Source: an optimization exercise on an open RTL-to-GDS flow (aim: small area, a short achievable clock period and few clock cycles per item). Production flows keep margins and buffers that such runs may drop. No run shown here included a check of the RTL's function; only the layout flow was run.

==> flow/design.v <==
module bmul (
    input wire [15:0] a,
    input wire [13:0] b,
    input wire neg,
    output wire [15:0] p
);
    wire [14:0] be = {b, 1'b0};
    wire [16:0] ae = {a[15], a};
    wire n0 = be[2] ^ neg;
    wire o0 = be[1] ^ be[0];
    wire t0 = (be[2] & ~be[1] & ~be[0]) | (~be[2] & be[1] & be[0]);
    wire p0_0 = (o0 & ae[0]) ^ n0;
    wire p0_1 = ((o0 & ae[1]) | (t0 & ae[0])) ^ n0;
    wire p0_2 = ((o0 & ae[2]) | (t0 & ae[1])) ^ n0;
    wire p0_3 = ((o0 & ae[3]) | (t0 & ae[2])) ^ n0;
    wire p0_4 = ((o0 & ae[4]) | (t0 & ae[3])) ^ n0;
    wire p0_5 = ((o0 & ae[5]) | (t0 & ae[4])) ^ n0;
    wire p0_6 = ((o0 & ae[6]) | (t0 & ae[5])) ^ n0;
    wire p0_7 = ((o0 & ae[7]) | (t0 & ae[6])) ^ n0;
    wire p0_8 = ((o0 & ae[8]) | (t0 & ae[7])) ^ n0;
    wire p0_9 = ((o0 & ae[9]) | (t0 & ae[8])) ^ n0;
    wire p0_10 = ((o0 & ae[10]) | (t0 & ae[9])) ^ n0;
    wire p0_11 = ((o0 & ae[11]) | (t0 & ae[10])) ^ n0;
    wire p0_12 = ((o0 & ae[12]) | (t0 & ae[11])) ^ n0;
    wire p0_13 = ((o0 & ae[13]) | (t0 & ae[12])) ^ n0;
    wire p0_14 = ((o0 & ae[14]) | (t0 & ae[13])) ^ n0;
    wire p0_15 = ((o0 & ae[15]) | (t0 & ae[14])) ^ n0;
    wire p0_16 = ~(((o0 & ae[16]) | (t0 & ae[15])) ^ n0);
    wire n1 = be[4] ^ neg;
    wire o1 = be[3] ^ be[2];
    wire t1 = (be[4] & ~be[3] & ~be[2]) | (~be[4] & be[3] & be[2]);
    wire p1_0 = (o1 & ae[0]) ^ n1;
    wire p1_1 = ((o1 & ae[1]) | (t1 & ae[0])) ^ n1;
    wire p1_2 = ((o1 & ae[2]) | (t1 & ae[1])) ^ n1;
    wire p1_3 = ((o1 & ae[3]) | (t1 & ae[2])) ^ n1;
    wire p1_4 = ((o1 & ae[4]) | (t1 & ae[3])) ^ n1;
    wire p1_5 = ((o1 & ae[5]) | (t1 & ae[4])) ^ n1;
    wire p1_6 = ((o1 & ae[6]) | (t1 & ae[5])) ^ n1;
    wire p1_7 = ((o1 & ae[7]) | (t1 & ae[6])) ^ n1;
    wire p1_8 = ((o1 & ae[8]) | (t1 & ae[7])) ^ n1;
    wire p1_9 = ((o1 & ae[9]) | (t1 & ae[8])) ^ n1;
    wire p1_10 = ((o1 & ae[10]) | (t1 & ae[9])) ^ n1;
    wire p1_11 = ((o1 & ae[11]) | (t1 & ae[10])) ^ n1;
    wire p1_12 = ((o1 & ae[12]) | (t1 & ae[11])) ^ n1;
    wire p1_13 = ((o1 & ae[13]) | (t1 & ae[12])) ^ n1;
    wire p1_14 = ((o1 & ae[14]) | (t1 & ae[13])) ^ n1;
    wire p1_15 = ((o1 & ae[15]) | (t1 & ae[14])) ^ n1;
    wire p1_16 = ~(((o1 & ae[16]) | (t1 & ae[15])) ^ n1);
    wire n2 = be[6] ^ neg;
    wire o2 = be[5] ^ be[4];
    wire t2 = (be[6] & ~be[5] & ~be[4]) | (~be[6] & be[5] & be[4]);
    wire p2_0 = (o2 & ae[0]) ^ n2;
    wire p2_1 = ((o2 & ae[1]) | (t2 & ae[0])) ^ n2;
    wire p2_2 = ((o2 & ae[2]) | (t2 & ae[1])) ^ n2;
    wire p2_3 = ((o2 & ae[3]) | (t2 & ae[2])) ^ n2;
    wire p2_4 = ((o2 & ae[4]) | (t2 & ae[3])) ^ n2;
    wire p2_5 = ((o2 & ae[5]) | (t2 & ae[4])) ^ n2;
    wire p2_6 = ((o2 & ae[6]) | (t2 & ae[5])) ^ n2;
    wire p2_7 = ((o2 & ae[7]) | (t2 & ae[6])) ^ n2;
    wire p2_8 = ((o2 & ae[8]) | (t2 & ae[7])) ^ n2;
    wire p2_9 = ((o2 & ae[9]) | (t2 & ae[8])) ^ n2;
    wire p2_10 = ((o2 & ae[10]) | (t2 & ae[9])) ^ n2;
    wire p2_11 = ((o2 & ae[11]) | (t2 & ae[10])) ^ n2;
    wire p2_12 = ((o2 & ae[12]) | (t2 & ae[11])) ^ n2;
    wire p2_13 = ((o2 & ae[13]) | (t2 & ae[12])) ^ n2;
    wire p2_14 = ((o2 & ae[14]) | (t2 & ae[13])) ^ n2;
    wire p2_15 = ((o2 & ae[15]) | (t2 & ae[14])) ^ n2;
    wire p2_16 = ~(((o2 & ae[16]) | (t2 & ae[15])) ^ n2);
    wire n3 = be[8] ^ neg;
    wire o3 = be[7] ^ be[6];
    wire t3 = (be[8] & ~be[7] & ~be[6]) | (~be[8] & be[7] & be[6]);
    wire p3_0 = (o3 & ae[0]) ^ n3;
    wire p3_1 = ((o3 & ae[1]) | (t3 & ae[0])) ^ n3;
    wire p3_2 = ((o3 & ae[2]) | (t3 & ae[1])) ^ n3;
    wire p3_3 = ((o3 & ae[3]) | (t3 & ae[2])) ^ n3;
    wire p3_4 = ((o3 & ae[4]) | (t3 & ae[3])) ^ n3;
    wire p3_5 = ((o3 & ae[5]) | (t3 & ae[4])) ^ n3;
    wire p3_6 = ((o3 & ae[6]) | (t3 & ae[5])) ^ n3;
    wire p3_7 = ((o3 & ae[7]) | (t3 & ae[6])) ^ n3;
    wire p3_8 = ((o3 & ae[8]) | (t3 & ae[7])) ^ n3;
    wire p3_9 = ((o3 & ae[9]) | (t3 & ae[8])) ^ n3;
    wire p3_10 = ((o3 & ae[10]) | (t3 & ae[9])) ^ n3;
    wire p3_11 = ((o3 & ae[11]) | (t3 & ae[10])) ^ n3;
    wire p3_12 = ((o3 & ae[12]) | (t3 & ae[11])) ^ n3;
    wire p3_13 = ((o3 & ae[13]) | (t3 & ae[12])) ^ n3;
    wire p3_14 = ((o3 & ae[14]) | (t3 & ae[13])) ^ n3;
    wire p3_15 = ((o3 & ae[15]) | (t3 & ae[14])) ^ n3;
    wire p3_16 = ~(((o3 & ae[16]) | (t3 & ae[15])) ^ n3);
    wire n4 = be[10] ^ neg;
    wire o4 = be[9] ^ be[8];
    wire t4 = (be[10] & ~be[9] & ~be[8]) | (~be[10] & be[9] & be[8]);
    wire p4_0 = (o4 & ae[0]) ^ n4;
    wire p4_1 = ((o4 & ae[1]) | (t4 & ae[0])) ^ n4;
    wire p4_2 = ((o4 & ae[2]) | (t4 & ae[1])) ^ n4;
    wire p4_3 = ((o4 & ae[3]) | (t4 & ae[2])) ^ n4;
    wire p4_4 = ((o4 & ae[4]) | (t4 & ae[3])) ^ n4;
    wire p4_5 = ((o4 & ae[5]) | (t4 & ae[4])) ^ n4;
    wire p4_6 = ((o4 & ae[6]) | (t4 & ae[5])) ^ n4;
    wire p4_7 = ((o4 & ae[7]) | (t4 & ae[6])) ^ n4;
    wire p4_8 = ((o4 & ae[8]) | (t4 & ae[7])) ^ n4;
    wire p4_9 = ((o4 & ae[9]) | (t4 & ae[8])) ^ n4;
    wire p4_10 = ((o4 & ae[10]) | (t4 & ae[9])) ^ n4;
    wire p4_11 = ((o4 & ae[11]) | (t4 & ae[10])) ^ n4;
    wire p4_12 = ((o4 & ae[12]) | (t4 & ae[11])) ^ n4;
    wire p4_13 = ((o4 & ae[13]) | (t4 & ae[12])) ^ n4;
    wire p4_14 = ((o4 & ae[14]) | (t4 & ae[13])) ^ n4;
    wire p4_15 = ((o4 & ae[15]) | (t4 & ae[14])) ^ n4;
    wire p4_16 = ~(((o4 & ae[16]) | (t4 & ae[15])) ^ n4);
    wire n5 = be[12] ^ neg;
    wire o5 = be[11] ^ be[10];
    wire t5 = (be[12] & ~be[11] & ~be[10]) | (~be[12] & be[11] & be[10]);
    wire p5_0 = (o5 & ae[0]) ^ n5;
    wire p5_1 = ((o5 & ae[1]) | (t5 & ae[0])) ^ n5;
    wire p5_2 = ((o5 & ae[2]) | (t5 & ae[1])) ^ n5;
    wire p5_3 = ((o5 & ae[3]) | (t5 & ae[2])) ^ n5;
    wire p5_4 = ((o5 & ae[4]) | (t5 & ae[3])) ^ n5;
    wire p5_5 = ((o5 & ae[5]) | (t5 & ae[4])) ^ n5;
    wire p5_6 = ((o5 & ae[6]) | (t5 & ae[5])) ^ n5;
    wire p5_7 = ((o5 & ae[7]) | (t5 & ae[6])) ^ n5;
    wire p5_8 = ((o5 & ae[8]) | (t5 & ae[7])) ^ n5;
    wire p5_9 = ((o5 & ae[9]) | (t5 & ae[8])) ^ n5;
    wire p5_10 = ((o5 & ae[10]) | (t5 & ae[9])) ^ n5;
    wire p5_11 = ((o5 & ae[11]) | (t5 & ae[10])) ^ n5;
    wire p5_12 = ((o5 & ae[12]) | (t5 & ae[11])) ^ n5;
    wire p5_13 = ((o5 & ae[13]) | (t5 & ae[12])) ^ n5;
    wire p5_14 = ((o5 & ae[14]) | (t5 & ae[13])) ^ n5;
    wire p5_15 = ((o5 & ae[15]) | (t5 & ae[14])) ^ n5;
    wire p5_16 = ~(((o5 & ae[16]) | (t5 & ae[15])) ^ n5);
    wire n6 = be[14] ^ neg;
    wire o6 = be[13] ^ be[12];
    wire t6 = (be[14] & ~be[13] & ~be[12]) | (~be[14] & be[13] & be[12]);
    wire p6_0 = (o6 & ae[0]) ^ n6;
    wire p6_1 = ((o6 & ae[1]) | (t6 & ae[0])) ^ n6;
    wire p6_2 = ((o6 & ae[2]) | (t6 & ae[1])) ^ n6;
    wire p6_3 = ((o6 & ae[3]) | (t6 & ae[2])) ^ n6;
    wire p6_4 = ((o6 & ae[4]) | (t6 & ae[3])) ^ n6;
    wire p6_5 = ((o6 & ae[5]) | (t6 & ae[4])) ^ n6;
    wire p6_6 = ((o6 & ae[6]) | (t6 & ae[5])) ^ n6;
    wire p6_7 = ((o6 & ae[7]) | (t6 & ae[6])) ^ n6;
    wire p6_8 = ((o6 & ae[8]) | (t6 & ae[7])) ^ n6;
    wire p6_9 = ((o6 & ae[9]) | (t6 & ae[8])) ^ n6;
    wire p6_10 = ((o6 & ae[10]) | (t6 & ae[9])) ^ n6;
    wire p6_11 = ((o6 & ae[11]) | (t6 & ae[10])) ^ n6;
    wire p6_12 = ((o6 & ae[12]) | (t6 & ae[11])) ^ n6;
    wire p6_13 = ((o6 & ae[13]) | (t6 & ae[12])) ^ n6;
    wire p6_14 = ((o6 & ae[14]) | (t6 & ae[13])) ^ n6;
    wire w1 = n5 ^ p0_10;
    wire w2 = n5 & p0_10;
    wire w3 = p0_11 ^ p1_9;
    wire w4 = p0_11 & p1_9;
    wire w5 = n6 ^ p0_12 ^ p1_10;
    wire w6 = (n6 & p0_12) | (n6 & p1_10) | (p0_12 & p1_10);
    wire w7 = p2_8 ^ p3_6;
    wire w8 = p2_8 & p3_6;
    wire w9 = p0_13 ^ p1_11 ^ p2_9;
    wire w10 = (p0_13 & p1_11) | (p0_13 & p2_9) | (p1_11 & p2_9);
    wire w11 = p3_7 ^ p4_5;
    wire w12 = p3_7 & p4_5;
    wire w13 = p0_14 ^ p1_12 ^ p2_10;
    wire w14 = (p0_14 & p1_12) | (p0_14 & p2_10) | (p1_12 & p2_10);
    wire w15 = p3_8 ^ p4_6;
    wire w16 = p3_8 & p4_6;
    wire w17 = p0_15 ^ p1_13 ^ p2_11;
    wire w18 = (p0_15 & p1_13) | (p0_15 & p2_11) | (p1_13 & p2_11);
    wire w19 = p3_9 ^ p4_7;
    wire w20 = p3_9 & p4_7;
    wire w21 = 1'b1 ^ p0_16 ^ p1_14;
    wire w22 = (1'b1 & p0_16) | (1'b1 & p1_14) | (p0_16 & p1_14);
    wire w23 = p2_12 ^ p3_10 ^ p4_8;
    wire w24 = (p2_12 & p3_10) | (p2_12 & p4_8) | (p3_10 & p4_8);
    wire w25 = 1'b1 ^ p1_15 ^ p2_13;
    wire w26 = (1'b1 & p1_15) | (1'b1 & p2_13) | (p1_15 & p2_13);
    wire w27 = p3_11 ^ p4_9;
    wire w28 = p3_11 & p4_9;
    wire w29 = p1_16 ^ p2_14 ^ p3_12;
    wire w30 = (p1_16 & p2_14) | (p1_16 & p3_12) | (p2_14 & p3_12);
    wire w31 = 1'b1 ^ p2_15;
    wire w32 = 1'b1 & p2_15;
    wire w33 = n3 ^ p0_6;
    wire w34 = n3 & p0_6;
    wire w35 = p0_7 ^ p1_5;
    wire w36 = p0_7 & p1_5;
    wire w37 = n4 ^ p0_8 ^ p1_6;
    wire w38 = (n4 & p0_8) | (n4 & p1_6) | (p0_8 & p1_6);
    wire w39 = p2_4 ^ p3_2;
    wire w40 = p2_4 & p3_2;
    wire w41 = p0_9 ^ p1_7 ^ p2_5;
    wire w42 = (p0_9 & p1_7) | (p0_9 & p2_5) | (p1_7 & p2_5);
    wire w43 = p3_3 ^ p4_1;
    wire w44 = p3_3 & p4_1;
    wire w45 = p1_8 ^ p2_6 ^ p3_4;
    wire w46 = (p1_8 & p2_6) | (p1_8 & p3_4) | (p2_6 & p3_4);
    wire w47 = p4_2 ^ p5_0 ^ w1;
    wire w48 = (p4_2 & p5_0) | (p4_2 & w1) | (p5_0 & w1);
    wire w49 = p2_7 ^ p3_5 ^ p4_3;
    wire w50 = (p2_7 & p3_5) | (p2_7 & p4_3) | (p3_5 & p4_3);
    wire w51 = p5_1 ^ w2 ^ w3;
    wire w52 = (p5_1 & w2) | (p5_1 & w3) | (w2 & w3);
    wire w53 = p4_4 ^ p5_2 ^ p6_0;
    wire w54 = (p4_4 & p5_2) | (p4_4 & p6_0) | (p5_2 & p6_0);
    wire w55 = w4 ^ w7 ^ w5;
    wire w56 = (w4 & w7) | (w4 & w5) | (w7 & w5);
    wire w57 = p5_3 ^ p6_1 ^ w8;
    wire w58 = (p5_3 & p6_1) | (p5_3 & w8) | (p6_1 & w8);
    wire w59 = w11 ^ w6 ^ w9;
    wire w60 = (w11 & w6) | (w11 & w9) | (w6 & w9);
    wire w61 = p5_4 ^ p6_2 ^ w12;
    wire w62 = (p5_4 & p6_2) | (p5_4 & w12) | (p6_2 & w12);
    wire w63 = w15 ^ w10 ^ w13;
    wire w64 = (w15 & w10) | (w15 & w13) | (w10 & w13);
    wire w65 = p5_5 ^ p6_3 ^ w16;
    wire w66 = (p5_5 & p6_3) | (p5_5 & w16) | (p6_3 & w16);
    wire w67 = w19 ^ w14 ^ w17;
    wire w68 = (w19 & w14) | (w19 & w17) | (w14 & w17);
    wire w69 = p5_6 ^ p6_4 ^ w20;
    wire w70 = (p5_6 & p6_4) | (p5_6 & w20) | (p6_4 & w20);
    wire w71 = w18 ^ w21 ^ w23;
    wire w72 = (w18 & w21) | (w18 & w23) | (w21 & w23);
    wire w73 = p5_7 ^ p6_5 ^ w27;
    wire w74 = (p5_7 & p6_5) | (p5_7 & w27) | (p6_5 & w27);
    wire w75 = w22 ^ w24 ^ w25;
    wire w76 = (w22 & w24) | (w22 & w25) | (w24 & w25);
    wire w77 = p4_10 ^ p5_8 ^ p6_6;
    wire w78 = (p4_10 & p5_8) | (p4_10 & p6_6) | (p5_8 & p6_6);
    wire w79 = w28 ^ w26 ^ w29;
    wire w80 = (w28 & w26) | (w28 & w29) | (w26 & w29);
    wire w81 = p3_13 ^ p4_11 ^ p5_9;
    wire w82 = (p3_13 & p4_11) | (p3_13 & p5_9) | (p4_11 & p5_9);
    wire w83 = p6_7 ^ w31 ^ w30;
    wire w84 = (p6_7 & w31) | (p6_7 & w30) | (w31 & w30);
    wire w85 = p2_16 ^ p3_14 ^ p4_12;
    wire w86 = (p2_16 & p3_14) | (p2_16 & p4_12) | (p3_14 & p4_12);
    wire w87 = p5_10 ^ p6_8 ^ w32;
    wire w88 = (p5_10 & p6_8) | (p5_10 & w32) | (p6_8 & w32);
    wire w89 = 1'b1 ^ p3_15 ^ p4_13;
    wire w90 = (1'b1 & p3_15) | (1'b1 & p4_13) | (p3_15 & p4_13);
    wire w91 = p5_11 ^ p6_9;
    wire w92 = p5_11 & p6_9;
    wire w93 = p3_16 ^ p4_14 ^ p5_12;
    wire w94 = (p3_16 & p4_14) | (p3_16 & p5_12) | (p4_14 & p5_12);
    wire w95 = 1'b1 ^ p4_15;
    wire w96 = 1'b1 & p4_15;
    wire w97 = n2 ^ p0_4;
    wire w98 = n2 & p0_4;
    wire w99 = p0_5 ^ p1_3;
    wire w100 = p0_5 & p1_3;
    wire w101 = p1_4 ^ p2_2 ^ p3_0;
    wire w102 = (p1_4 & p2_2) | (p1_4 & p3_0) | (p2_2 & p3_0);
    wire w103 = p2_3 ^ p3_1 ^ w34;
    wire w104 = (p2_3 & p3_1) | (p2_3 & w34) | (p3_1 & w34);
    wire w105 = p4_0 ^ w36 ^ w39;
    wire w106 = (p4_0 & w36) | (p4_0 & w39) | (w36 & w39);
    wire w107 = w40 ^ w43 ^ w38;
    wire w108 = (w40 & w43) | (w40 & w38) | (w43 & w38);
    wire w109 = w44 ^ w42 ^ w45;
    wire w110 = (w44 & w42) | (w44 & w45) | (w42 & w45);
    wire w111 = w46 ^ w49 ^ w48;
    wire w112 = (w46 & w49) | (w46 & w48) | (w49 & w48);
    wire w113 = w50 ^ w53 ^ w52;
    wire w114 = (w50 & w53) | (w50 & w52) | (w53 & w52);
    wire w115 = w54 ^ w57 ^ w56;
    wire w116 = (w54 & w57) | (w54 & w56) | (w57 & w56);
    wire w117 = w58 ^ w61 ^ w60;
    wire w118 = (w58 & w61) | (w58 & w60) | (w61 & w60);
    wire w119 = w62 ^ w65 ^ w64;
    wire w120 = (w62 & w65) | (w62 & w64) | (w65 & w64);
    wire w121 = w66 ^ w69 ^ w68;
    wire w122 = (w66 & w69) | (w66 & w68) | (w69 & w68);
    wire w123 = w70 ^ w73 ^ w72;
    wire w124 = (w70 & w73) | (w70 & w72) | (w73 & w72);
    wire w125 = w77 ^ w74 ^ w76;
    wire w126 = (w77 & w74) | (w77 & w76) | (w74 & w76);
    wire w127 = w78 ^ w81 ^ w80;
    wire w128 = (w78 & w81) | (w78 & w80) | (w81 & w80);
    wire w129 = w82 ^ w85 ^ w87;
    wire w130 = (w82 & w85) | (w82 & w87) | (w85 & w87);
    wire w131 = w91 ^ w86 ^ w89;
    wire w132 = (w91 & w86) | (w91 & w89) | (w86 & w89);
    wire w133 = p6_10 ^ w92 ^ w90;
    wire w134 = (p6_10 & w92) | (p6_10 & w90) | (w92 & w90);
    wire w135 = p5_13 ^ p6_11 ^ w95;
    wire w136 = (p5_13 & p6_11) | (p5_13 & w95) | (p6_11 & w95);
    wire w137 = p4_16 ^ p5_14 ^ p6_12;
    wire w138 = (p4_16 & p5_14) | (p4_16 & p6_12) | (p5_14 & p6_12);
    wire w139 = 1'b1 ^ p5_15;
    wire w140 = 1'b1 & p5_15;
    wire w141 = n1 ^ p0_2;
    wire w142 = n1 & p0_2;
    wire w143 = p0_3 ^ p1_1;
    wire w144 = p0_3 & p1_1;
    wire w145 = p1_2 ^ p2_0 ^ w97;
    wire w146 = (p1_2 & p2_0) | (p1_2 & w97) | (p2_0 & w97);
    wire w147 = p2_1 ^ w98 ^ w99;
    wire w148 = (p2_1 & w98) | (p2_1 & w99) | (w98 & w99);
    wire w149 = w100 ^ w33 ^ w101;
    wire w150 = (w100 & w33) | (w100 & w101) | (w33 & w101);
    wire w151 = w35 ^ w102 ^ w103;
    wire w152 = (w35 & w102) | (w35 & w103) | (w102 & w103);
    wire w153 = w37 ^ w104 ^ w105;
    wire w154 = (w37 & w104) | (w37 & w105) | (w104 & w105);
    wire w155 = w41 ^ w106 ^ w107;
    wire w156 = (w41 & w106) | (w41 & w107) | (w106 & w107);
    wire w157 = w47 ^ w108 ^ w109;
    wire w158 = (w47 & w108) | (w47 & w109) | (w108 & w109);
    wire w159 = w51 ^ w110 ^ w111;
    wire w160 = (w51 & w110) | (w51 & w111) | (w110 & w111);
    wire w161 = w55 ^ w112 ^ w113;
    wire w162 = (w55 & w112) | (w55 & w113) | (w112 & w113);
    wire w163 = w59 ^ w114 ^ w115;
    wire w164 = (w59 & w114) | (w59 & w115) | (w114 & w115);
    wire w165 = w63 ^ w116 ^ w117;
    wire w166 = (w63 & w116) | (w63 & w117) | (w116 & w117);
    wire w167 = w67 ^ w118 ^ w119;
    wire w168 = (w67 & w118) | (w67 & w119) | (w118 & w119);
    wire w169 = w71 ^ w120 ^ w121;
    wire w170 = (w71 & w120) | (w71 & w121) | (w120 & w121);
    wire w171 = w75 ^ w122 ^ w123;
    wire w172 = (w75 & w122) | (w75 & w123) | (w122 & w123);
    wire w173 = w79 ^ w124 ^ w125;
    wire w174 = (w79 & w124) | (w79 & w125) | (w124 & w125);
    wire w175 = w83 ^ w126 ^ w127;
    wire w176 = (w83 & w126) | (w83 & w127) | (w126 & w127);
    wire w177 = w84 ^ w129 ^ w128;
    wire w178 = (w84 & w129) | (w84 & w128) | (w129 & w128);
    wire w179 = w88 ^ w131 ^ w130;
    wire w180 = (w88 & w131) | (w88 & w130) | (w131 & w130);
    wire w181 = w93 ^ w132 ^ w133;
    wire w182 = (w93 & w132) | (w93 & w133) | (w132 & w133);
    wire w183 = w94 ^ w135 ^ w134;
    wire w184 = (w94 & w135) | (w94 & w134) | (w135 & w134);
    wire w185 = w96 ^ w137 ^ w136;
    wire w186 = (w96 & w137) | (w96 & w136) | (w137 & w136);
    wire w187 = p6_13 ^ w139 ^ w138;
    wire w188 = (p6_13 & w139) | (p6_13 & w138) | (w139 & w138);
    wire w189 = p5_16 ^ p6_14 ^ w140;
    wire w190 = (p5_16 & p6_14) | (p5_16 & w140) | (p6_14 & w140);
    wire [26:0] sx = {w188, w186, w184, w182, w180, w178, w176, w174, w172, w170, w168, w166, w164, w162, w160, w158, w156, w154, w152, w150, w148, w146, w144, w142, w141, p0_1, n0};
    wire [26:0] sy = {w189, w187, w185, w183, w181, w179, w177, w175, w173, w171, w169, w167, w165, w163, w161, w159, w157, w155, w153, w151, w149, w147, w145, w143, p1_0, 1'b0, p0_0};
    wire [26:0] sum = sx + sy;
    assign p = sum[26:11];
endmodule
module pre85 (
    input wire [14:0] X2,
    output wire [9:0] u1
);
    wire w1 = X2[0] ^ X2[2];
    wire w2 = X2[0] & X2[2];
    wire w3 = X2[1] ^ X2[3];
    wire w4 = X2[1] & X2[3];
    wire w5 = X2[2] ^ X2[4];
    wire w6 = X2[2] & X2[4];
    wire w7 = X2[3] ^ X2[5];
    wire w8 = X2[3] & X2[5];
    wire w9 = X2[4] ^ X2[6];
    wire w10 = X2[4] & X2[6];
    wire w11 = X2[5] ^ X2[7];
    wire w12 = X2[5] & X2[7];
    wire w13 = X2[6] ^ X2[8];
    wire w14 = X2[6] & X2[8];
    wire w15 = X2[7] ^ X2[9];
    wire w16 = X2[7] & X2[9];
    wire w17 = X2[8] ^ X2[10];
    wire w18 = X2[8] & X2[10];
    wire w19 = X2[0] ^ X2[2];
    wire w20 = X2[0] & X2[2];
    wire w21 = X2[1] ^ X2[3];
    wire w22 = X2[1] & X2[3];
    wire w23 = X2[4] ^ X2[6] ^ X2[0];
    wire w24 = (X2[4] & X2[6]) | (X2[4] & X2[0]) | (X2[6] & X2[0]);
    wire w25 = X2[5] ^ X2[7] ^ w2;
    wire w26 = (X2[5] & X2[7]) | (X2[5] & w2) | (X2[7] & w2);
    wire w27 = X2[6] ^ X2[8] ^ w4;
    wire w28 = (X2[6] & X2[8]) | (X2[6] & w4) | (X2[8] & w4);
    wire w29 = X2[7] ^ X2[9] ^ w6;
    wire w30 = (X2[7] & X2[9]) | (X2[7] & w6) | (X2[9] & w6);
    wire w31 = X2[8] ^ X2[10] ^ w8;
    wire w32 = (X2[8] & X2[10]) | (X2[8] & w8) | (X2[10] & w8);
    wire w33 = X2[9] ^ X2[11] ^ w10;
    wire w34 = (X2[9] & X2[11]) | (X2[9] & w10) | (X2[11] & w10);
    wire w35 = X2[10] ^ X2[12] ^ w12;
    wire w36 = (X2[10] & X2[12]) | (X2[10] & w12) | (X2[12] & w12);
    wire w37 = X2[11] ^ X2[13] ^ w14;
    wire w38 = (X2[11] & X2[13]) | (X2[11] & w14) | (X2[13] & w14);
    wire w39 = X2[12] ^ X2[14] ^ w16;
    wire w40 = (X2[12] & X2[14]) | (X2[12] & w16) | (X2[14] & w16);
    wire w41 = X2[9] ^ X2[11] ^ X2[13];
    wire w42 = (X2[9] & X2[11]) | (X2[9] & X2[13]) | (X2[11] & X2[13]);
    wire w43 = X2[10] ^ X2[12];
    wire w44 = X2[10] & X2[12];
    wire w45 = X2[0] ^ X2[2];
    wire w46 = X2[0] & X2[2];
    wire w47 = X2[1] ^ X2[3];
    wire w48 = X2[1] & X2[3];
    wire w49 = X2[4] ^ X2[0] ^ w19;
    wire w50 = (X2[4] & X2[0]) | (X2[4] & w19) | (X2[0] & w19);
    wire w51 = X2[5] ^ w20 ^ w21;
    wire w52 = (X2[5] & w20) | (X2[5] & w21) | (w20 & w21);
    wire w53 = w22 ^ w1 ^ w23;
    wire w54 = (w22 & w1) | (w22 & w23) | (w1 & w23);
    wire w55 = w3 ^ w24 ^ w25;
    wire w56 = (w3 & w24) | (w3 & w25) | (w24 & w25);
    wire w57 = w5 ^ w26 ^ w27;
    wire w58 = (w5 & w26) | (w5 & w27) | (w26 & w27);
    wire w59 = w7 ^ w28 ^ w29;
    wire w60 = (w7 & w28) | (w7 & w29) | (w28 & w29);
    wire w61 = w9 ^ w30 ^ w31;
    wire w62 = (w9 & w30) | (w9 & w31) | (w30 & w31);
    wire w63 = w11 ^ w32 ^ w33;
    wire w64 = (w11 & w32) | (w11 & w33) | (w32 & w33);
    wire w65 = w13 ^ w34 ^ w35;
    wire w66 = (w13 & w34) | (w13 & w35) | (w34 & w35);
    wire w67 = w15 ^ w36 ^ w37;
    wire w68 = (w15 & w36) | (w15 & w37) | (w36 & w37);
    wire w69 = w17 ^ w38 ^ w39;
    wire w70 = (w17 & w38) | (w17 & w39) | (w38 & w39);
    wire w71 = w18 ^ w41 ^ w40;
    wire w72 = (w18 & w41) | (w18 & w40) | (w41 & w40);
    wire w73 = X2[14] ^ w43 ^ w42;
    wire w74 = (X2[14] & w43) | (X2[14] & w42) | (w43 & w42);
    wire w75 = X2[11] ^ X2[13] ^ w44;
    wire w76 = (X2[11] & X2[13]) | (X2[11] & w44) | (X2[13] & w44);
    wire w77 = X2[12] ^ X2[14];
    wire w78 = X2[12] & X2[14];
    wire w79 = X2[0] & X2[0];
    wire w80 = X2[0] ^ X2[0];
    wire w81 = w45 & X2[0];
    wire w82 = w45 ^ X2[0];
    wire w83 = w46 & w47;
    wire w84 = w46 ^ w47;
    wire w85 = w48 & w49;
    wire w86 = w48 ^ w49;
    wire w87 = w50 & w51;
    wire w88 = w50 ^ w51;
    wire w89 = w52 & w53;
    wire w90 = w52 ^ w53;
    wire w91 = w54 & w55;
    wire w92 = w54 ^ w55;
    wire w93 = w56 & w57;
    wire w94 = w56 ^ w57;
    wire w95 = w58 & w59;
    wire w96 = w58 ^ w59;
    wire w97 = w60 & w61;
    wire w98 = w60 ^ w61;
    wire w99 = w62 & w63;
    wire w100 = w62 ^ w63;
    wire w101 = w64 & w65;
    wire w102 = w64 ^ w65;
    wire w103 = w66 & w67;
    wire w104 = w66 ^ w67;
    wire w105 = w68 & w69;
    wire w106 = w68 ^ w69;
    wire w107 = w70 & w71;
    wire w108 = w70 ^ w71;
    wire w109 = w72 & w73;
    wire w110 = w72 ^ w73;
    wire w111 = w74 & w75;
    wire w112 = w74 ^ w75;
    wire w113 = w76 & w77;
    wire w114 = w76 ^ w77;
    wire w115 = w78 & X2[13];
    wire w116 = w78 ^ X2[13];
    wire w117 = X2[1] & w79;
    wire w118 = w83 | (w84 & w81);
    wire w119 = w84 & w82;
    wire w120 = w87 | (w88 & w85);
    wire w121 = w88 & w86;
    wire w122 = w91 | (w92 & w89);
    wire w123 = w92 & w90;
    wire w124 = w95 | (w96 & w93);
    wire w125 = w96 & w94;
    wire w126 = w99 | (w100 & w97);
    wire w127 = w100 & w98;
    wire w128 = w103 | (w104 & w101);
    wire w129 = w104 & w102;
    wire w130 = w107 | (w108 & w105);
    wire w131 = w108 & w106;
    wire w132 = w111 | (w112 & w109);
    wire w133 = w112 & w110;
    wire w134 = w115 | (w116 & w113);
    wire w135 = w116 & w114;
    wire w136 = w81 | (w82 & w117);
    wire w137 = w118 | (w119 & w117);
    wire w138 = w89 | (w90 & w120);
    wire w139 = w90 & w121;
    wire w140 = w122 | (w123 & w120);
    wire w141 = w123 & w121;
    wire w142 = w97 | (w98 & w124);
    wire w143 = w98 & w125;
    wire w144 = w126 | (w127 & w124);
    wire w145 = w127 & w125;
    wire w146 = w105 | (w106 & w128);
    wire w147 = w106 & w129;
    wire w148 = w130 | (w131 & w128);
    wire w149 = w131 & w129;
    wire w150 = w113 | (w114 & w132);
    wire w151 = w114 & w133;
    wire w152 = w134 | (w135 & w132);
    wire w153 = w135 & w133;
    wire w154 = w85 | (w86 & w137);
    wire w155 = w120 | (w121 & w137);
    wire w156 = w138 | (w139 & w137);
    wire w157 = w140 | (w141 & w137);
    wire w158 = w101 | (w102 & w144);
    wire w159 = w102 & w145;
    wire w160 = w128 | (w129 & w144);
    wire w161 = w129 & w145;
    wire w162 = w146 | (w147 & w144);
    wire w163 = w147 & w145;
    wire w164 = w148 | (w149 & w144);
    wire w165 = w149 & w145;
    wire w166 = X2[14] & w152;
    wire w167 = X2[14] & w153;
    wire w168 = w93 | (w94 & w157);
    wire w169 = w124 | (w125 & w157);
    wire w170 = w142 | (w143 & w157);
    wire w171 = w144 | (w145 & w157);
    wire w172 = w158 | (w159 & w157);
    wire w173 = w160 | (w161 & w157);
    wire w174 = w162 | (w163 & w157);
    wire w175 = w164 | (w165 & w157);
    wire w176 = w109 | (w110 & w175);
    wire w177 = w132 | (w133 & w175);
    wire w178 = w150 | (w151 & w175);
    wire w179 = w152 | (w153 & w175);
    wire w180 = w166 | (w167 & w175);
    wire w181 = w100 ^ w170;
    wire w182 = w102 ^ w171;
    wire w183 = w104 ^ w172;
    wire w184 = w106 ^ w173;
    wire w185 = w108 ^ w174;
    wire w186 = w110 ^ w175;
    wire w187 = w112 ^ w176;
    wire w188 = w114 ^ w177;
    wire w189 = w116 ^ w178;
    wire w190 = X2[14] ^ w179;
    assign u1 = {w190, w189, w188, w187, w186, w185, w184, w183, w182, w181};
endmodule
module pre2 (
    input wire [13:0] T,
    input wire s,
    output wire [8:0] q
);
    wire [13:0] Tn = T ^ {14{~s}};
    wire sx = ~s & Tn[13];
    wire m3 = ~s & Tn[0];
    wire m4 = s ? T[0] : Tn[1];
    wire m5 = s ? T[1] : Tn[2];
    wire m6 = s ? T[2] : Tn[3];
    wire m7 = s ? T[3] : Tn[4];
    wire m8 = s ? T[4] : Tn[5];
    wire m9 = s ? T[5] : Tn[6];
    wire m10 = s ? T[6] : Tn[7];
    wire m11 = s ? T[7] : Tn[8];
    wire m12 = s ? T[8] : Tn[9];
    wire m13 = s ? T[9] : Tn[10];
    wire m14 = s ? T[10] : Tn[11];
    wire m15 = s ? T[11] : Tn[12];
    wire m16 = s ? T[12] : Tn[13];
    wire m17 = s ? T[13] : sx;
    wire w1 = s ^ ~s;
    wire w2 = s & ~s;
    wire w3 = s ^ m4;
    wire w4 = s & m4;
    wire w5 = s ^ m5;
    wire w6 = s & m5;
    wire w7 = s ^ m6;
    wire w8 = s & m6;
    wire w9 = s ^ m7;
    wire w10 = s & m7;
    wire w11 = s ^ m8;
    wire w12 = s & m8;
    wire w13 = s ^ ~s;
    wire w14 = s & ~s;
    wire w15 = s ^ Tn[1];
    wire w16 = s & Tn[1];
    wire w17 = s ^ Tn[2];
    wire w18 = s & Tn[2];
    wire w19 = m3 ^ Tn[3] ^ w1;
    wire w20 = (m3 & Tn[3]) | (m3 & w1) | (Tn[3] & w1);
    wire w21 = Tn[4] ^ w2 ^ w3;
    wire w22 = (Tn[4] & w2) | (Tn[4] & w3) | (w2 & w3);
    wire w23 = Tn[5] ^ w4 ^ w5;
    wire w24 = (Tn[5] & w4) | (Tn[5] & w5) | (w4 & w5);
    wire w25 = Tn[6] ^ w6 ^ w7;
    wire w26 = (Tn[6] & w6) | (Tn[6] & w7) | (w6 & w7);
    wire w27 = Tn[7] ^ w8 ^ w9;
    wire w28 = (Tn[7] & w8) | (Tn[7] & w9) | (w8 & w9);
    wire w29 = Tn[8] ^ w10 ^ w11;
    wire w30 = (Tn[8] & w10) | (Tn[8] & w11) | (w10 & w11);
    wire w31 = m9 ^ Tn[9] ^ w12;
    wire w32 = (m9 & Tn[9]) | (m9 & w12) | (Tn[9] & w12);
    wire w33 = m10 ^ Tn[10];
    wire w34 = m10 & Tn[10];
    wire w35 = m11 ^ Tn[11];
    wire w36 = m11 & Tn[11];
    wire w37 = m12 ^ Tn[12];
    wire w38 = m12 & Tn[12];
    wire w39 = m13 ^ Tn[13];
    wire w40 = m13 & Tn[13];
    wire w41 = m14 ^ sx;
    wire w42 = m14 & sx;
    wire w43 = m15 ^ sx;
    wire w44 = m15 & sx;
    wire w45 = m16 ^ sx;
    wire w46 = m16 & sx;
    wire w47 = m17 ^ sx;
    wire w48 = m17 & sx;
    wire w49 = w13 & Tn[0];
    wire w50 = w13 ^ Tn[0];
    wire w51 = w14 & w15;
    wire w52 = w14 ^ w15;
    wire w53 = w16 & w17;
    wire w54 = w16 ^ w17;
    wire w55 = w18 & w19;
    wire w56 = w18 ^ w19;
    wire w57 = w20 & w21;
    wire w58 = w20 ^ w21;
    wire w59 = w22 & w23;
    wire w60 = w22 ^ w23;
    wire w61 = w24 & w25;
    wire w62 = w24 ^ w25;
    wire w63 = w26 & w27;
    wire w64 = w26 ^ w27;
    wire w65 = w28 & w29;
    wire w66 = w28 ^ w29;
    wire w67 = w30 & w31;
    wire w68 = w30 ^ w31;
    wire w69 = w32 & w33;
    wire w70 = w32 ^ w33;
    wire w71 = w34 & w35;
    wire w72 = w34 ^ w35;
    wire w73 = w36 & w37;
    wire w74 = w36 ^ w37;
    wire w75 = w38 & w39;
    wire w76 = w38 ^ w39;
    wire w77 = w40 & w41;
    wire w78 = w40 ^ w41;
    wire w79 = w42 & w43;
    wire w80 = w42 ^ w43;
    wire w81 = w44 & w45;
    wire w82 = w44 ^ w45;
    wire w83 = w46 & w47;
    wire w84 = w46 ^ w47;
    wire w85 = w51 | (w52 & w49);
    wire w86 = w55 | (w56 & w53);
    wire w87 = w56 & w54;
    wire w88 = w59 | (w60 & w57);
    wire w89 = w60 & w58;
    wire w90 = w63 | (w64 & w61);
    wire w91 = w64 & w62;
    wire w92 = w67 | (w68 & w65);
    wire w93 = w68 & w66;
    wire w94 = w71 | (w72 & w69);
    wire w95 = w72 & w70;
    wire w96 = w75 | (w76 & w73);
    wire w97 = w76 & w74;
    wire w98 = w79 | (w80 & w77);
    wire w99 = w80 & w78;
    wire w100 = w83 | (w84 & w81);
    wire w101 = w84 & w82;
    wire w102 = w53 | (w54 & w85);
    wire w103 = w86 | (w87 & w85);
    wire w104 = w61 | (w62 & w88);
    wire w105 = w62 & w89;
    wire w106 = w90 | (w91 & w88);
    wire w107 = w91 & w89;
    wire w108 = w69 | (w70 & w92);
    wire w109 = w70 & w93;
    wire w110 = w94 | (w95 & w92);
    wire w111 = w95 & w93;
    wire w112 = w77 | (w78 & w96);
    wire w113 = w78 & w97;
    wire w114 = w98 | (w99 & w96);
    wire w115 = w99 & w97;
    wire w116 = w57 | (w58 & w103);
    wire w117 = w88 | (w89 & w103);
    wire w118 = w104 | (w105 & w103);
    wire w119 = w106 | (w107 & w103);
    wire w120 = w73 | (w74 & w110);
    wire w121 = w74 & w111;
    wire w122 = w96 | (w97 & w110);
    wire w123 = w97 & w111;
    wire w124 = w112 | (w113 & w110);
    wire w125 = w113 & w111;
    wire w126 = w114 | (w115 & w110);
    wire w127 = w115 & w111;
    wire w128 = w65 | (w66 & w119);
    wire w129 = w92 | (w93 & w119);
    wire w130 = w108 | (w109 & w119);
    wire w131 = w110 | (w111 & w119);
    wire w132 = w120 | (w121 & w119);
    wire w133 = w122 | (w123 & w119);
    wire w134 = w124 | (w125 & w119);
    wire w135 = w126 | (w127 & w119);
    wire w136 = w81 | (w82 & w135);
    wire w137 = w100 | (w101 & w135);
    wire w138 = w68 ^ w128;
    wire w139 = w70 ^ w129;
    wire w140 = w72 ^ w130;
    wire w141 = w74 ^ w131;
    wire w142 = w76 ^ w132;
    wire w143 = w78 ^ w133;
    wire w144 = w80 ^ w134;
    wire w145 = w82 ^ w135;
    wire w146 = w84 ^ w136;
    assign q = {w146, w145, w144, w143, w142, w141, w140, w139, w138};
endmodule
module main (
    input wire [15:0] v, x,
    input wire clk, reset, start,
    output wire done,
    output wire [15:0] final_result
);
    reg [5:0] p;
    reg done_r;
    reg [14:0] X2;
    reg [13:0] T;
    reg [15:0] F;
    wire [9:0] u1;
    pre85 p85 (.X2(X2), .u1(u1));
    wire [8:0] a23;
    pre2 p23 (.T(T), .s(p[2]), .q(a23));
    wire [8:0] t9 = T[8:0];
    wire k1 = (t9 != 9'd0), k2 = (t9 >= 9'd90), k3 = (t9 >= 9'd179);
    wire k4 = (t9 >= 9'd268), k5 = (t9 >= 9'd357), k6 = (t9 >= 9'd446);
    wire [2:0] a4 = {k4, (k2 & ~k4) | k6, (k1 & ~k2) | (k3 & ~k4) | (k5 & ~k6)};
    wire [13:0] ra = p[1] ? 14'd2048 : F[13:0];
    wire [13:0] rb = p[1] ? {1'b1, ~X2[14:1]} : T;
    wire [14:0] rc;
    wire [13:0] acc_n;
    assign rc[0] = p[1] & ~X2[0];
    genvar i;
    generate
        for (i = 0; i < 14; i = i + 1) begin : rip
            assign acc_n[i] = ra[i] ^ rb[i] ^ rc[i];
            assign rc[i+1] = (ra[i] & rb[i]) | (ra[i] & rc[i]) | (rb[i] & rc[i]);
        end
    endgenerate
    wire [13:0] accf = F[13:0] + T;
    wire [13:0] B = ({14{p[0]}} & x[13:0]) | ({14{p[1]}} & {4'b0, u1}) |
                    ({14{p[2] | p[3]}} & {5'b0, a23}) | ({14{p[4]}} & {11'b0, a4}) |
                    ({14{p[5]}} & accf);
    wire [15:0] A = ({16{p[0]}} & {{2{x[13]}}, x[13:0]}) | ({16{p[5]}} & v) |
                    ({16{~p[0] & ~p[5]}} & {1'b0, X2});
    wire [15:0] P;
    bmul mul (.a(A), .b(B), .neg(p[2] | p[4]), .p(P));
    always @(posedge clk) begin
        if (reset) begin
            p <= 6'b000001;
            done_r <= 1'b0;
        end else begin
            if (p[0]) begin
                if (start) begin p <= 6'b000010; done_r <= 1'b0; end
            end else begin
                p <= {p[4:0], p[5]};
                if (p[5]) done_r <= 1'b1;
            end
        end
    end
    always @(posedge clk) begin
        if (p[0]) X2 <= P[14:0];
        T <= P[13:0];
        if (p[5]) F <= P;
        else if (!p[0]) F[13:0] <= acc_n;
    end
    assign done = done_r;
    assign final_result = F;
endmodule
==> flow/flow/run.sh <==
#!/bin/bash
# The standard layout, with plain buffers on the ports instead of the delay
# cells buffer_ports picks by default. Every tool's output goes to
# standard_flow.log in this folder.
set -euo pipefail
export BUFFER_PORTS_ARGS="-buffer_cell sky130_fd_sc_hd__buf_2"
bash standard.sh > standard_flow.log 2>&1
==> flow/standard.sh <==
#!/bin/bash
# synth_recipe.tcl (not shown) runs the flow's synth.tcl, then flattens the netlist and writes it again
# the make line also repeats each setting of config.mk as NAME=value (left out here)
make -C /OpenROAD-flow-scripts/flow DESIGN_CONFIG=/design/flow/config.mk WORK_HOME=/design/flow/orfs CLKGATE_MAP_FILE= SYNTH_SCRIPT=/design/flow/synth_recipe.tcl "${@:-finish}"
==> flow/config.mk <==
export PLATFORM = sky130hd
export DESIGN_NAME = main
export DESIGN_NICKNAME = main
export VERILOG_FILES = /design/flow/design.v
export SDC_FILE = /design/flow/constraint.sdc
export NUM_CORES = 4
export LEC_CHECK = 0
export ABC_AREA = 1
export CAP_MARGIN = 20
export CORE_MARGIN = 2
export CORE_UTILIZATION = 40
export SETUP_SLACK_MARGIN = 4
export SLEW_MARGIN = 20
==> flow/constraint.sdc <==
create_clock -name core_clock -period 13.0 [get_ports {clk}]
set_input_delay 2.6000 -clock core_clock [delete_from_list [all_inputs] [get_ports {clk}]]
set_output_delay 2.6000 -clock core_clock [all_outputs]
set_load 0.01 [all_outputs]
==> results of run 1 <==
-- state kept, by name, indices dropped and copies added (netlist names) --
register  cells
p             6
done_r        1
T            14
F            16
X2           15
-- per-stage QoR --
stage	instance area, sq um	setup slack (ns)	hold slack, ns
5_1_grt	13500	4.00	0.501
4_1_cts	13400	4.25	0.460
2_1_floorplan	12600	5.49	0.460
6_report	13500	4.43	0.457
3_3_place_gp	13200	4.35	0.438
3_5_place_dp	13200	4.33	0.448
-- layout make-up --
cell class | instances | share of cell area
Tap cell | 396 | 0.0367
Clock buffer | 5 | 0.00927
Multi-Input combinational cell | 1409 | 0.731
Inverter | 299 | 0.0839
Sequential cell | 52 | 0.100
Timing Repair Buffer | 80 | 0.0354
Clock inverter | 3 | 0.00343
-- worst min-delay path, cell delays in order, from the launching register on --
cell	delay, ns
dfxtp_1	0.32
inv_1	0.05
a21oi_1	0.05
-- worst max path at each step --
stage	cells after the start	end	slack [ns]
finish	34	F[12]$_DFFE_PP_	4.43
CTS	34	X2[11]$_DFFE_PP_	4.25
global route	34	F[6]$_DFFE_PP_	4.00
floorplan	35	X2[13]$_DFFE_PP_	5.49
global placement	34	X2[11]$_DFFE_PP_	4.35
detailed placement	34	X2[11]$_DFFE_PP_	4.33
-- layer usage --
layer	part of all wire	global-route usage
met1	0.45	0.356
met2	0.45	0.405
met3	0.081	0.0470
met4	0.014	0.0494
met5	0	0
-- synthesized netlist by cell type, types with 4 or more instances --
cell | instances | area (sq um)
nand2_1 | 454 | 1700
inv_1 | 279 | 1050
nand3_1 | 171 | 856
fa_1 | 116 | 2320
ha_1 | 116 | 1450
nor2_1 | 97 | 364
xor2_1 | 87 | 762
a21oi_1 | 75 | 375
o21ai_0 | 69 | 345
o22ai_1 | 54 | 338
edfxtp_1 | 31 | 931
nand2_2 | 26 | 163
buf_2 | 21 | 105
dfxtp_1 | 21 | 420
inv_2 | 15 | 56.3
and2_1 | 13 | 81.3
clkbuf_1 | 12 | 45.0
nor3_1 | 11 | 55.1
o21ai_1 | 11 | 55.1
nand3b_1 | 9 | 67.6
nand4_1 | 9 | 56.3
or2_2 | 9 | 56.3
a31oi_1 | 7 | 43.8
xnor2_1 | 7 | 61.3
nand3_2 | 6 | 60.1
a211oi_1 | 5 | 37.5
buf_6 | 5 | 56.3
nand2_4 | 5 | 56.3
a221oi_2 | 4 | 60.1
nor2_2 | 4 | 25.0
xor2_2 | 4 | 65.1
-- timing repair --
| action | in CTS | in global routing |
|---|---|---|
| buffers inserted | 0 | 10 |
| hold buffers | 0 | 0 |
| setup endpoints to repair | 0 | 22 |
| resized for setup | 0 | 7 |
-- cells by family after synthesis --
group           synth area share
fa+ha+maj                  0.300
buf+inv                    0.110
xor+xnor                  0.0728
simple gates               0.289
flops                      0.107
compound gates             0.121
==> results_dict.tcl, run 1 <==
set metrics [dict create \
    status "finished clean" \
    rr_worst_depth 34 \
    dieHeight_um 181 \
    ys_warn_count 1 \
    crit_path_end_kind "flop" \
    maxSlewViolCount 0 \
    vias_per_cell 5.42 \
    worst_slew_pin_slew_ns 1.00 \
    rows 64 \
    diodes 0 \
    drive_gt1_frac 0.101 \
    period_needed_ns 8.57 \
    clock_sinks 52 \
    synth_fp_nets 2072 \
    rsz0062_at_grt "no" \
    cts_buffer_depth 2 \
    hold_end "done_r$_SDFFE_PP0P_" \
    critPathLaunch "X2[10]$_DFFE_PP_" \
    grt_pass1_vias 11600 \
    crit_family "adder cells" \
    crit_required_ns 13.02 \
    critPathSlowestCell "edfxtp_1" \
    clk_latency_ns 0.30 \
    cp-start-kind "flop" \
    final_cells 2244 \
    nNetsFinal 2114 \
    ys_ff_latch 52 \
    multi_input_area_sq_mm 0.00986 \
    chipWidth_um 181 \
    max_freq_ghz 0.117 \
    slew-limit-headroom 0.332 \
    synth-seq-area-share 0.107 \
    worstSetupPathType "flop to flop" \
    antenna_found_initial 0 \
    finalSetupViolations 0 \
    netlist_instances 1805 \
    dp_cells 2226 \
    dr.pass1.iters 6 \
    dp_hpwl_um 34000 \
    crit_top_cell "fa_1" \
    r2r_end "F[12]$_DFFE_PP_" \
    syn2layout_area_growth_pct 7.29 \
    drt_wl_total_um 41200 \
    io_pins 52 \
    async_flop_share 0 \
    finalSetupTns_ns 0 \
    hold_depth 2 \
    path_clk_slew_ns 0.07 \
    routabilityCongestion 0.914 \
    final_common_cell "nand2_1" \
    root_buffer "clkbuf_16" \
    period_share 0.660 \
    drt_iter0_drc 1052 \
    synth-edff-count 31 \
    vias 12200 \
    synth_flop_cell "edfxtp_1" \
    post-route-util 0.439 \
    hp-start "done_r$_SDFFE_PP0P_" \
    r2r_slack_ns 4.43 \
    cts_tree "built" \
    grt_max_degree 54 \
    r2r_start "X2[10]$_DFFE_PP_" \
    syn_area_per_cell_sq_um 6.97 \
    hold_class "flop to flop" \
    max-cap-violations 0 \
    drc 0 \
    avgRoutedWirePerCell_um 18.4 \
    path_max_fanout 18 \
    fillers 3171 \
    arrival_ns 8.59 \
    cts_max_level 2 \
    synthDistinctLibCells 59 \
    die_area_sq_mm 0.0329 \
    grt_remaining_overflow 0 \
    initial_utilization 0.409 \
    io_buffers 49 \
    most-common-layout-cells "nand2_1, inv_1, nand3_1, fa_1, ha_1" \
    cp.buffers_inverters 9 \
    track_usage 0.253 \
    finClkSkew_ns 0.00652 \
    core_sq_mm 0.0307 \
    cpPeakStageDelay_ns 0.57 \
    synth_area_sq_mm 0.0126 \
    final-seq-area_sq_mm 0.00135 \
    hold_viol_final 0 \
    ant_nets 0 \
    cts_buffers 5 \
    grt_pass1_wl_um 64900 \
]
==> run 2, diff against run 1 <==
==> flow/flow/run.sh (replaced) <==
#!/bin/bash
# The standard layout (standard.sh) with two changes:
#  - the ports get plain buf_2 buffers instead of the delay cells buffer_ports
#    picks by default (every port still gets its buffer);
#  - after the standard synthesis, flow/polopt.py chooses the polarity of each
#    full-adder cell (a full adder is self-dual) so that fewer inverters are
#    needed between adder cells, and rebuilds a half adder from plain gates
#    (xnor2, nand2) where its outputs are wanted inverted. Registers and their
#    names are untouched.
# Each tool's output goes to its own log file in this folder.
set -euo pipefail
export BUFFER_PORTS_ARGS="-buffer_cell sky130_fd_sc_hd__buf_2"
RES="$PWD/orfs/results/sky130hd/main/base"
bash standard.sh "$RES/1_2_yosys.v" > synth.log 2>&1
python3 flow/polopt.py "$RES/1_2_yosys.v" "$RES/1_2_yosys_pol.v" > polopt.log 2>&1
mv "$RES/1_2_yosys_pol.v" "$RES/1_2_yosys.v"
bash standard.sh > standard_flow.log 2>&1
==> flow/flow/polopt.py (new file) <==
#!/usr/bin/env python3
"""Full-adder polarity pass for a Yosys gate netlist (one flat module).

A full adder is self-dual: FA(~a,~b,~c) = (~sum, ~cout). Yosys's adder
extraction leaves inverters between adder cells; this pass chooses, for each
sky130 fa cell, whether to use it in inverted form so that as few inverters as
possible are needed, then rebuilds the inverters (one per signal and polarity).
The logic function of every net that is a port or a register input is unchanged.

usage: polopt.py IN.v OUT.v
"""
import re, sys
from collections import defaultdict

src = open(sys.argv[1]).read()
m = re.search(r'module\s+(\w+)\s*\((.*?)\);(.*)endmodule', src, re.S)
top, portlist, body = m.group(1), m.group(2), m.group(3)

# statements: declarations and cell instances
cell_re = re.compile(r'\s*(sky130_fd_sc_hd__\w+)\s+(\S+)\s*\((.*?)\);', re.S)
decl_re = re.compile(r'\s*(input|output|inout|wire)\b[^;]*;', re.S)
pin_re = re.compile(r'\.(\w+)\(\s*([^()]*?)\s*\)')

stmts = []
pos = 0
decls = []
cells = []
for mm in re.finditer(r'[^;]*;', body, re.S):
    st = mm.group(0)
    if decl_re.fullmatch(st):
        decls.append(st.strip())
    else:
        cm = cell_re.fullmatch(st)
        if not cm:
            if st.strip():
                raise SystemExit("unparsed statement: " + st.strip()[:200])
            continue
        pins = dict(pin_re.findall(cm.group(3)))
        cells.append([cm.group(1), cm.group(2), pins])

OUTPINS = {'X', 'Y', 'Q', 'Q_N', 'SUM', 'COUT', 'HI', 'LO'}
def is_inv(t):
    return re.match(r'sky130_fd_sc_hd__(clk)?inv_\d+$', t) is not None
def is_fa(t):
    return re.match(r'sky130_fd_sc_hd__fa_\d+$', t) is not None

outputs = set()
for d in decls:
    if d.startswith('output'):
        mm = re.match(r'output\s*(\[(\d+):(\d+)\])?\s*(\w+)\s*;', d)
        if mm.group(1):
            hi, lo = int(mm.group(2)), int(mm.group(3))
            for i in range(min(hi, lo), max(hi, lo) + 1):
                outputs.add(f"{mm.group(4)}[{i}]")
        else:
            outputs.add(mm.group(4))

# driver map
drv = {}
for c in cells:
    for p, n in c[2].items():
        if p in OUTPINS:
            drv[n] = c
inv_of = {}   # inverter output net -> input net
for c in cells:
    if is_inv(c[0]):
        inv_of[c[2]['Y']] = c[2]['A']

def root(n):
    """(root net, polarity): n == root ^ pol"""
    pol = 0
    while n in inv_of:
        n = inv_of[n]
        pol ^= 1
    return n, pol

# inverters that drive an output port stay as they are (their net names are fixed)
keep_inv = set()
for c in cells:
    if is_inv(c[0]) and c[2]['Y'] in outputs:
        keep_inv.add(c[1])

fas = [c for c in cells if is_fa(c[0])]
fa_of_out = {}
for c in fas:
    fa_of_out[c[2]['SUM']] = c
    fa_of_out[c[2]['COUT']] = c

# consumers: every input pin of a non-inverter cell (and kept inverters), wanting (root, pol)
cons = []   # [cell, pin, root, pol]
for c in cells:
    if is_inv(c[0]) and c[1] not in keep_inv:
        continue
    for p, n in c[2].items():
        if p in OUTPINS or n == '':
            continue
        r, q = root(n)
        cons.append([c, p, r, q])
cons_by_root = defaultdict(list)
for k in cons:
    cons_by_root[k[2]].append(k)

flip = {c[1]: 0 for c in fas}
def is_const(r):
    return r in ("1'h0", "1'h1", "1'b0", "1'b1")

def phys_pol(r):
    c = fa_of_out.get(r)
    return flip[c[1]] if c is not None else 0

def need(k):
    """polarity (relative to the root's function) this consumer needs"""
    c = k[0]
    return k[3] ^ (flip[c[1]] if is_fa(c[0]) else 0)

def root_cost(r):
    if is_const(r):
        return 0
    pp = phys_pol(r)
    return 1 if any(need(k) != pp for k in cons_by_root[r]) else 0

def local_roots(c):
    rs = set()
    for p in ('A', 'B', 'CIN'):
        rs.add(root(c[2][p])[0])
    rs.add(c[2]['SUM']); rs.add(c[2]['COUT'])
    return rs

total0 = sum(root_cost(r) for r in cons_by_root)
improved = True
rounds = 0
while improved and rounds < 50:
    improved = False
    rounds += 1
    for c in fas:
        rs = local_roots(c)
        before = sum(root_cost(r) for r in rs)
        flip[c[1]] ^= 1
        after = sum(root_cost(r) for r in rs)
        if after < before:
            improved = True
        else:
            flip[c[1]] ^= 1
total1 = sum(root_cost(r) for r in cons_by_root)
ninv0 = sum(1 for c in cells if is_inv(c[0]))
sys.stderr.write(f"polopt: {ninv0} inverters before; signals needing an inverter {total0} -> {total1}; "
                 f"{sum(flip.values())} of {len(fas)} adders flipped\n")

# half adders whose outputs are wanted inverted: build them from plain gates
# (xnor2 / nand2 give the inverted sum / carry directly), when that is smaller
def is_ha(t):
    return re.match(r'sky130_fd_sc_hd__ha_\d+$', t) is not None
ha_remap = {}   # HA cell name -> {'SUM': set(pols), 'COUT': set(pols)}
for c in cells:
    if not is_ha(c[0]):
        continue
    needs = {}
    for p in ('SUM', 'COUT'):
        r = c[2].get(p, '')
        needs[p] = {need(k) for k in cons_by_root.get(r, [])} if r else set()
    # area: ha 12.5, inv 3.75, xor2/xnor2 8.76, and2 6.26, nand2 3.75
    keep = 12.51 + 3.75 * (1 in needs['SUM']) + 3.75 * (1 in needs['COUT'])
    if len(needs['SUM']) > 1 or len(needs['COUT']) > 1:
        continue
    gates = 0.0
    gates += 8.76 if needs['SUM'] else 0.0
    gates += (3.75 if needs['COUT'] == {1} else 6.26) if needs['COUT'] else 0.0
    if gates < keep:
        ha_remap[c[1]] = needs

# rebuild
new_cells = []
inv_net = {}
newwires = []
def inverted(r):
    if r in ("1'h0", "1'b0"):
        return "1'h1"
    if r in ("1'h1", "1'b1"):
        return "1'h0"
    if r not in inv_net:
        nm = f"_polinv{len(inv_net)}_"
        inv_net[r] = nm
        newwires.append(nm)
        new_cells.append(['sky130_fd_sc_hd__inv_1', f"_polinv_cell{len(inv_net)}_", {'A': r, 'Y': nm}])
    return inv_net[r]

gate_out = {}   # (root net, polarity) -> replacement net driven by a plain gate
pending = []    # plain gates replacing half adders; built once the adders' inputs are rewired
for c in cells:
    if is_inv(c[0]) and c[1] not in keep_inv:
        continue
    if c[1] in ha_remap:
        needs = ha_remap[c[1]]
        for p, pols in needs.items():
            if not pols:
                continue
            pol = next(iter(pols))
            nm = f"_polg{len(gate_out)}_"
            newwires.append(nm)
            gate_out[(c[2][p], pol)] = nm
            pending.append((c, p, pol, nm, len(gate_out)))
        continue
    new_cells.append(c)
for k in cons:
    c, p, r, q = k
    want = need(k)
    if (r, want) in gate_out:
        c[2][p] = gate_out[(r, want)]
    else:
        c[2][p] = r if want == phys_pol(r) else inverted(r)
for c, p, pol, nm, i in pending:
    a, b = c[2]['A'], c[2]['B']
    if p == 'SUM':
        t = 'sky130_fd_sc_hd__xnor2_1' if pol else 'sky130_fd_sc_hd__xor2_1'
    else:
        t = 'sky130_fd_sc_hd__nand2_1' if pol else 'sky130_fd_sc_hd__and2_1'
    new_cells.append([t, f"_polg_cell{i}_", {'A': a, 'B': b, ('Y' if pol else 'X'): nm}])
# a flipped adder keeps its output nets: they now carry the inverted function, which
# phys_pol accounts for; every consumer was rewired above.

out = [f"module {top}({portlist});"]
out += ["  " + d for d in decls]
out += [f"  wire {w};" for w in newwires]
for t, nm, pins in new_cells:
    pl = ",\n".join(f"    .{p}({n}{' ' if n.startswith(chr(92)) else ''})" for p, n in pins.items())
    out.append(f"  {t} {nm} (\n{pl}\n  );")
out.append("endmodule")
open(sys.argv[2], 'w').write("\n".join(out) + "\n")
==> results_dict.tcl, run 2 <==
set metrics [dict create \
    dieHeight_um 178 \
    worstSetupPathType "flop to flop" \
    cts_max_level 2 \
    critPathSlowestCell "edfxtp_1" \
    period_needed_ns 8.62 \
    crit_top_cell "fa_1" \
    r2r_slack_ns 4.38 \
    worst_slew_pin_slew_ns 1.11 \
    io_pins 52 \
    largest_register_ff_count 16 \
    cts_buffer_depth 2 \
    r2r_start "X2[7]$_DFFE_PP_" \
    routabilityCongestion 0.997 \
    crit_required_ns 13.04 \
    grt_remaining_overflow 0 \
    cpPeakStageDelay_ns 0.63 \
    chipWidth_um 178 \
    syn_area_per_cell_sq_um 7.12 \
    top_regs "F (16), X2 (15), T (14)" \
    synth_area_sq_mm 0.0121 \
    final_common_cell "nand2_1" \
    r2r_end "F[6]$_DFFE_PP_" \
    synth_fp_nets 1957 \
    drc 0 \
    hold_viol_final 0 \
    io_buffers 49 \
    initial_utilization 0.408 \
    grt_pass1_vias 11200 \
    antenna_found_initial 0 \
    finalSetupTns_ns 0 \
    nNetsFinal 2008 \
    die_area_sq_mm 0.0317 \
    hold_depth 2 \
    arrival_ns 8.66 \
    path_clk_slew_ns 0.07 \
    clock_sinks 52 \
    place_area_sq_mm 0.0127 \
    dp_hpwl_um 32700 \
    slew-limit-headroom 0.262 \
    vias_per_cell 5.61 \
    fin_area_sq_mm 0.0132 \
    root_buffer "clkbuf_16" \
    maxSlewViolCount 0 \
    cts_tree "built" \
    netlist_instances 1705 \
    hold_end "done_r$_SDFFE_PP0P_" \
    path_max_fanout 19 \
    track_usage 0.254 \
    hold_slack_ns 0.465 \
    drive_gt1_frac 0.105 \
    core_sq_mm 0.0297 \
    diodes 0 \
    clk_latency_ns 0.30 \
    crit_path_end_kind "flop" \
    status "finished clean" \
    drt_iter0_drc 1168 \
    finClkSkew_ns 0.00787 \
    period_share 0.663 \
    avgRoutedWirePerCell_um 18.8 \
    most-common-layout-cells "nand2_1, inv_1, nand3_1, fa_1, ha_1" \
    drt_wl_total_um 40500 \
    grt_max_degree 55 \
    syn2layout_area_growth_pct 8.91 \
    ant_nets 0 \
    cts_buffers 5 \
    rsz0062_at_grt "no" \
    rows 63 \
    finalSetupViolations 0 \
    hold_class "flop to flop" \
    max-cap-violations 0 \
    vias 12000 \
    largest_register "F" \
    max_freq_ghz 0.116 \
    dr.pass1.iters 6 \
    rr_worst_depth 31 \
    hp-start "done_r$_SDFFE_PP0P_" \
    ys_warn_count 1 \
    grt_pass1_wl_um 61900 \
    cp-start-kind "flop" \
]
-- run 2: timing repair --
| item | 4_1_cts | 5_1_grt |
|---|---|---|
| buffers inserted | 0 | 20 |
| setup endpoints to repair | 39 | 31 |
| pin swaps | 0 | 0 |
| gates cloned | 0 | 2 |
| hold buffers | 0 | 0 |
| gates resized for setup | 4 | 14 |
-- run 2: layout make-up --
class	instances	area, sq um
well taps	390	488
inverters	187	721
repair buffers	87	543
repair inverters	2	10.0
clock buffers	5	125
clock inverters	3	90.1
flip-flops and latches	52	1360
fillers	3009	16500
multi-input cells	1421	9880
-- run 2: per-stage QoR --
step / std cells / worst slack (ns) / utilization
finish: 2147 / 4.38 / 0.445
global route: 2147 / 4.04 / 0.445
CTS: 2125 / 4.12 / 0.437
detailed placement: 2117 / 3.38 / 0.429
global placement: 2117 / 3.44 / 0.429
floorplan: 1705 / 5.53 / -
-- run 2: layer usage --
metal	up-vias	global-route usage	wire, um
met5	-	0	0
met2	516	0.400	17900
li1	5713	-	-
met4	0	0.0717	1040
met1	5746	0.361	18100
met3	70	0.0388	3440
-- run 2: worst max path at each step --
stage,start,to,depth (start not counted)
finish,X2[7]$_DFFE_PP_,F[6]$_DFFE_PP_,31
detailed placement,p[2]$_SDFFE_PP0P_,F[9]$_DFFE_PP_,35
CTS,p[2]$_SDFFE_PP0P_,F[9]$_DFFE_PP_,35
global route,X2[3]$_DFFE_PP_,F[6]$_DFFE_PP_,31
global placement,p[2]$_SDFFE_PP0P_,F[7]$_DFFE_PP_,35
floorplan,X2[5]$_DFFE_PP_,X2[13]$_DFFE_PP_,31
-- run 2: worst max-delay path: cells and delay by family (launching register included) --
| family | cells | cell delay (ns) |
|---|---|---|
| buf+inv | 5 | 0.85 |
| flops | 1 | 0.63 |
| fa+ha+maj | 10 | 4.16 |
| xor+xnor | 1 | 0.14 |
| simple gates | 7 | 0.93 |
| compound gates | 8 | 1.62 |

## port drivers added, routing unchanged
Ports are ideal in the flow. The routed layouts listed here were re-timed in OpenROAD.
Step 1 (the two cells are an assumption about what drives the block):
set clk [get_ports {clk}]
set_driving_cell -lib_cell sky130_fd_sc_hd__clkbuf_16 $clk
set_driving_cell -lib_cell sky130_fd_sc_hd__buf_2 [delete_from_list [all_inputs] $clk]
Step 2 adds t to the input delays and takes it off the output delays; t is the mean of the earliest and latest rising clock arrival at the registers after step 1. Input paths then give back, and output paths get back, about the clock's delay inside the block.
a / b / c = ideal ports / drivers / drivers and shift; a / b = the first two.
run | t, ns | setup slack, ns | worst setup path after step 2 | cell pins on the clock port's net
run 1 | 0.337 | 4.426 / 4.426 / 4.426 | register to register | 1
run 2 | 0.327 | 4.383 / 4.383 / 4.292 | input to register | 1
After both steps every run listed still meets setup and hold. For run 2, which loses most, drivers alone change the setup slack by 0.000 ns; drivers and shift together by -0.091 ns.
